Context: an optimization exercise on an open-source flow, tuned for small area and few clock cycles. The choices shown serve that exercise and are no tape-out recipe. RTL that was checked went through simulation tests only; none was proved equivalent to the original. The flow treats the clock pin as an ideal source. Dropping or thinning the clock tree relies on that and would not hold on a real chip. No activity file was given, so power comes from the tool's default toggle rates.

==> flow/design.v <==
`timescale 1ns / 1ps
module ad9958_master(
    input         clock,
    input         reset_n,
    output        cs,
    output        sclk,
    output [3:0]  sdio,
    output        master_reset,
    output        io_update,
    input  [31:0] ftw_ch0,
    input  [31:0] ftw_ch1,
    input  [9:0]  asf_ch0,
    input  [9:0]  asf_ch1
);
   assign cs = 1'b0;
   assign master_reset = 1'b0;
   reg        sclk_r;
   reg        iou_r;
   reg [3:0]  n;
   reg [1:0]  st;
   reg        ch;
   reg        amp;
   reg [63:0] buf_r;
   wire last     = &n;
   wire need_iou = (st != 2'd0) ? ~(st == 2'd1 & ch) : ch;
   wire to_iou   = sclk_r & ~iou_r & last & need_iou;
   wire load_amp = (st == 2'd0) & ~amp;
   always @(posedge clock) begin
      if (~reset_n) begin
         sclk_r <= 1'b1;
         iou_r  <= 1'b0;
         n      <= 4'd15;
         st     <= 2'd1;
         ch     <= 1'b1;
      end else begin
         iou_r <= to_iou;
         if (~sclk_r) begin
            sclk_r <= 1'b1;
         end else if (~to_iou) begin
            sclk_r <= 1'b0;
            if (last & (st != 2'd1 | ~ch)) begin
               case (st)
                 2'd1: begin st <= 2'd2; n <= 4'd8; end
                 2'd2: begin st <= 2'd3; n <= 4'd8; end
                 2'd3: begin st <= 2'd0; n <= 4'd2; ch <= 1'b0; amp <= 1'b0; end
                 default: begin
                    n  <= 4'd2;
                    ch <= ~ch;
                    if (ch) amp <= ~amp;
                 end
               endcase
            end else begin
               if (st == 2'd1) ch <= 1'b0;
               n <= (st == 2'd0 & amp & n == 4'd7) ? 4'd12 : n + 4'd1;
            end
         end
      end
   end
   always @(posedge clock) begin
      if (to_iou) begin
         buf_r[63:48] <= ftw_ch0[31:16];
         buf_r[31:16] <= ftw_ch1[31:16];
         if (load_amp) begin
            buf_r[47:32] <= {4'h1, 2'b00, asf_ch0};
            buf_r[15:0]  <= {4'h1, 2'b00, asf_ch1};
         end else begin
            buf_r[47:32] <= ftw_ch0[15:0];
            buf_r[15:0]  <= ftw_ch1[15:0];
         end
      end
   end
   reg [3:0] data_nib;
   always @(*) begin
      case ({ch, n[2:0]})
        4'd0:  data_nib = buf_r[63:60];
        4'd1:  data_nib = buf_r[59:56];
        4'd2:  data_nib = buf_r[55:52];
        4'd3:  data_nib = buf_r[51:48];
        4'd4:  data_nib = buf_r[47:44];
        4'd5:  data_nib = buf_r[43:40];
        4'd6:  data_nib = buf_r[39:36];
        4'd7:  data_nib = buf_r[35:32];
        4'd8:  data_nib = buf_r[31:28];
        4'd9:  data_nib = buf_r[27:24];
        4'd10: data_nib = buf_r[23:20];
        4'd11: data_nib = buf_r[19:16];
        4'd12: data_nib = buf_r[15:12];
        4'd13: data_nib = buf_r[11:8];
        4'd14: data_nib = buf_r[7:4];
        default: data_nib = buf_r[3:0];
      endcase
   end
   reg [3:0] hdr_nib;
   always @(*) begin
      case (n[2:0])
        3'd4:    hdr_nib = ch ? 4'h8 : 4'h4;
        3'd5:    hdr_nib = 4'h6;
        3'd7:    hdr_nib = amp ? 4'h6 : 4'h4;
        default: hdr_nib = 4'h0;
      endcase
   end
   reg [3:0] sdio_c;
   always @(*) begin
      case (st)
        2'd1: sdio_c = {3'b000, (n == 4'd8) | (n == 4'd9) | (n == 4'd13) | (n == 4'd14)};
        2'd2: sdio_c = (n[2:0] == 3'd1) ? 4'h1 : (n[2:0] == 3'd2) ? 4'hA :
                       (n[2:0] == 3'd3) ? 4'h8 : 4'h0;
        2'd3: sdio_c = (n[2:0] == 3'd1) ? 4'h3 : (n[2:0] == 3'd5) ? 4'h1 : 4'h0;
        default: sdio_c = n[3] ? data_nib : hdr_nib;
      endcase
   end
   assign sclk = sclk_r;
   assign sdio = sdio_c;
   assign io_update = iou_r;
endmodule
==> flow/config.mk <==
export PLATFORM = sky130hd
export DESIGN_NAME = ad9958_master
export DESIGN_NICKNAME = ad9958_master
export VERILOG_FILES = /design/flow/design.v
export SDC_FILE = /design/flow/constraint.sdc
export NUM_CORES = 4
export LEC_CHECK = 0
export CAP_MARGIN = 20
export CORE_MARGIN = 2
export CORE_UTILIZATION = 40
export SLEW_MARGIN = 20
==> flow/constraint.sdc <==
create_clock -name core_clock -period 5.0 [get_ports {clock}]
set_input_delay 1.0000 -clock core_clock [delete_from_list [all_inputs] [get_ports {clock}]]
set_output_delay 1.0000 -clock core_clock [all_outputs]
set_load 0.01 [all_outputs]
standard.sh (not shown) runs the stock make flow with config.mk's settings and CLKGATE_MAP_FILE= SYNTH_SCRIPT=/design/flow/synth_recipe.tcl, a recipe that flattens the netlist after the stock synthesis.
==> flow/flow/run.sh <==
#!/bin/bash
# Standard layout, with plain buf_1 cells as the port buffers and no dummy clock loads.
set -euo pipefail
bash standard.sh "BUFFER_PORTS_ARGS=-buffer_cell sky130_fd_sc_hd__buf_1" \
  "CTS_ARGS=-sink_clustering_enable -repair_clock_nets -dont_use_dummy_load" \
  finish > flow_make.log 2>&1
Change:
==> flow/flow/run.sh (replaced) <==
#!/bin/bash
# Standard layout, with plain buf_1 cells as the port buffers.
set -euo pipefail
bash standard.sh "BUFFER_PORTS_ARGS=-buffer_cell sky130_fd_sc_hd__buf_1" finish > flow_make.log 2>&1
What happened: The changed run finished clean; clock power came out higher by a quarter to a third; clock-buffer cell count is unchanged; cell count rises slightly; register-to-register slack gets worse by 20 ps; critical path depth is unchanged; worst setup slack gets worse by 41 ps; total power increases by a few percent; cell area climbs slightly; wire length went up slightly.
Function was not checked in any run of this note: the RTL went through the layout flow alone.

ad9958_master, a different RTL version from the one above (not shown whole).
Size: roughly 220 cells after synthesis, about 94 I/O pins, ~3000 um^2 of cells after synthesis.
==> flow/config.mk <==
export PLATFORM = sky130hd
export DESIGN_NAME = ad9958_master
export DESIGN_NICKNAME = ad9958_master
export VERILOG_FILES = /design/flow/design.v
export SDC_FILE = /design/flow/constraint.sdc
export NUM_CORES = 4
export LEC_CHECK = 0
export CAP_MARGIN = 20
export CORE_MARGIN = 2
export CORE_UTILIZATION = 55
export PLACE_DENSITY = 0.85
export SLEW_MARGIN = 20
==> flow/constraint.sdc <==
create_clock -name core_clock -period 5.0 [get_ports {clock}]
set_input_delay 1.0000 -clock core_clock [delete_from_list [all_inputs] [get_ports {clock}]]
set_output_delay 1.0000 -clock core_clock [all_outputs]
set_load 0.01 [all_outputs]
==> flow/flow/run.sh <==
#!/bin/bash
# Standard layout with these changes: synthesis maps logic with
# area-oriented ABC scripts (the smallest result of flow/*.abc) and without
# the adder step (flow/synth.tcl); the port buffers are plain buf_1 cells;
# clock tree synthesis adds no dummy loads, and its leaf level is then
# rebuilt with fewer buffers (flow/cts_merge.tcl).
set -euo pipefail
here=$(pwd)
bash standard.sh "SYNTH_SCRIPT=$here/flow/synth.tcl" \
  "ADDER_MAP_FILE=" \
  "POST_CTS_TCL=$here/flow/cts_merge.tcl" \
  "CTS_ARGS=-sink_clustering_enable -repair_clock_nets -dont_use_dummy_load" \
  "BUFFER_PORTS_ARGS=-buffer_cell sky130_fd_sc_hd__buf_1" \
  finish > flow_make.log 2>&1
==> flow/flow/synth.tcl <==
set ::area_abc_scripts [lsort [glob [file join [file dirname [file normalize [info script]]] *.abc]]]
proc synth {args} { yosys synth -nofsm -noshare {*}$args }
proc abc {args} {
  set i [lsearch -exact $args -script]
  set l [lindex $args [expr { [lsearch -exact $args -liberty] + 1 }]]
  set stat_file $::env(OBJECTS_DIR)/abc_area_stat.txt
  yosys design -save abc_input
  set best ""
  set best_area 0
  foreach s $::area_abc_scripts {
    yosys design -load abc_input
    lset args [expr { $i + 1 }] $s
    yosys abc {*}$args
    yosys tee -q -o $stat_file stat -liberty $l
    set f [open $stat_file r]
    set text [read $f]
    close $f
    regexp {Chip area for (?:top )?module '[^']*': ([0-9.]+)} $text -> area
    # a script that leaves cells unmapped is not a candidate
    set unmapped [regexp {\$(lut|_[A-Z]+_)} $text]
    puts "abc script [file tail $s]: area $area unmapped $unmapped"
    if { $unmapped } { continue }
    if { $best eq "" || $area < $best_area } {
      set best $s
      set best_area $area
    }
  }
  puts "abc script kept: [file tail $best] (area $best_area)"
  yosys design -load abc_input
  lset args [expr { $i + 1 }] $best
  yosys abc {*}$args
}
source $::env(SCRIPTS_DIR)/synth.tcl
# left out here: clear keep_hierarchy, flatten, clean up, hide names made inside functions, write 1_2_yosys.v
Other scripts of this flow, unchanged in this note and not shown: flow/flow/a1.abc, flow/flow/a10.abc, flow/flow/a11.abc, flow/flow/a12.abc, flow/flow/a13.abc, flow/flow/a14.abc, flow/flow/a2.abc, flow/flow/a3.abc, flow/flow/a4.abc, flow/flow/a5.abc, flow/flow/a6.abc, flow/flow/a7.abc, flow/flow/a8.abc, flow/flow/a9.abc, flow/flow/cts_merge.tcl
The starting point completed with no timing, DRC or antenna violations.
Testbench counts at the start, summed over its fixed seeds: cycles 12,162.
Then changed:
- CAP_MARGIN: 20 -> 0
- CORE_UTILIZATION: 55 -> 40
- PLACE_DENSITY: 0.85 -> not set
- SLEW_MARGIN: 20 -> 0
Synthesized cell count stays the same; design area climbs by 0.78%; sequential share of layout area drops by 0.46 points; wire length drops by 5.6%; utilization drops by 19 points; cell count climbs by 6.1%; global-route usage drops by 7.8 points.
Then changed:
- CAP_MARGIN: 0 -> 20
- PLACE_DENSITY: not set -> 0.75
- SLEW_MARGIN: 0 -> 20
After rerunning: Register-to-register slack improved by 0.58 ns; via count went up by a few percent; cell area grows slightly; clock skew decreases by 0.027 ns; final cell count is about the same.
Then changed:
==> flow/flow/b1.abc (new file) <==
strash
&get -n
&st
&synch2
&if -K 6 -a
&put
strash
dch -f
amap
==> flow/flow/b2.abc (new file) <==
strash
&get -n
&b
&put
dch -f
amap
==> flow/flow/b3.abc (new file) <==
strash
dc2
&get -n
&dc2
&put
dch -f
amap
==> flow/flow/b4.abc (new file) <==
strash
&get -n
&st
&syn2
&put
dch -f
amap
==> flow/flow/b5.abc (new file) <==
strash
dch -f
amap
strash
dch -f
amap
strash
dch -f
amap
==> flow/flow/b6.abc (new file) <==
strash
refactor -N 12
rewrite
balance
dch -f
amap
==> flow/flow/b8.abc (new file) <==
strash
dch -f
amap
strash
dch -f
amap
strash
dch -f
amap
strash
dch -f
amap
strash
dch -f
amap
==> flow/flow/b9.abc (new file) <==
strash
dc2
dch -f
amap
strash
dc2
dch -f
amap
strash
dc2
dch -f
amap
--- a/flow/flow/synth.tcl
+++ b/flow/flow/synth.tcl
@@ -13 +13,4 @@
-    yosys abc {*}$args
+    if { [catch { yosys abc {*}$args } err] } {
+      puts "abc script [file tail $s]: failed"
+      continue
+    }
- PLACE_DENSITY: 0.75 -> not set
Synthesized cell count falls by 3.2%.
Combinational power came out lower by about 3%.
Hold slack degrades by 0.0078 ns.
Then changed:
--- a/flow/flow/synth.tcl
+++ b/flow/flow/synth.tcl
@@ -13,4 +13 @@
-    if { [catch { yosys abc {*}$args } err] } {
-      puts "abc script [file tail $s]: failed"
-      continue
-    }
+    yosys abc {*}$args
removed: flow/flow/b1.abc
removed: flow/flow/b2.abc
removed: flow/flow/b3.abc
removed: flow/flow/b4.abc
removed: flow/flow/b5.abc
removed: flow/flow/b6.abc
removed: flow/flow/b8.abc
removed: flow/flow/b9.abc
After rerunning: Die area is about the same; register-to-register slack loses 0.20 ns; design area rises by 0.32%; wire length rises by 2.0%; first-iteration DRC count rises by 77%; worst setup slack gains 0.12 ns; clock power rises by about 5%; area after synthesis barely changes; combinational power hardly moves.
In every run of this note, the design's own scripts or RTL, not TritonCTS, make the clock network.

separate check: timing with driven ports:
The flow's constraints put no driver on any port. The routed layouts listed below were extracted and timed again, unchanged, in two steps.
Step 1, drivers: a clkbuf_16 drives clock and a buf_2 each remaining input, both assumed.
Step 2 moves the port delays by t, midway between the first and last clock arrival at a register: inputs arrive t later, outputs are due t later. That takes back most of the time a late clock gives input paths.
a / b / c = ideal / step 1 / step 2; a / b = the first two.
| run | t (ns) | setup WS [ns] | worst setup path after step 2 | worst register clock-pin slew, ns | cell pins on the clock port's net |
|---|---|---|---|---|---|
| the first run of note 1 | 0.368 | 1.235 / 1.203 / 1.572 | register to output | 0.09 / 0.09 | 1 |
| the second run of note 1 | 0.384 | 1.195 / 1.163 / 1.547 | register to output | 0.09 / 0.09 | 1 |
| the first run of note 2 | 0.489 | 1.107 / 1.081 / 1.507 | register to register | 0.10 / 0.10 | 1 |
| the second run of note 2 | 0.466 | 0.760 / 0.734 / 1.200 | register to output | 0.10 / 0.10 | 1 |
| the third run of note 2 | 0.467 | 1.150 / 1.123 / 1.590 | register to output | 0.09 / 0.09 | 1 |
| the fourth run of note 2 | 0.506 | 1.021 / 0.993 / 1.500 | register to output | 0.11 / 0.11 | 1 |
| the fifth run of note 2 | 0.450 | 1.137 / 1.111 / 1.561 | register to output | 0.10 / 0.10 | 1 |
After both steps every run listed still meets setup and hold.
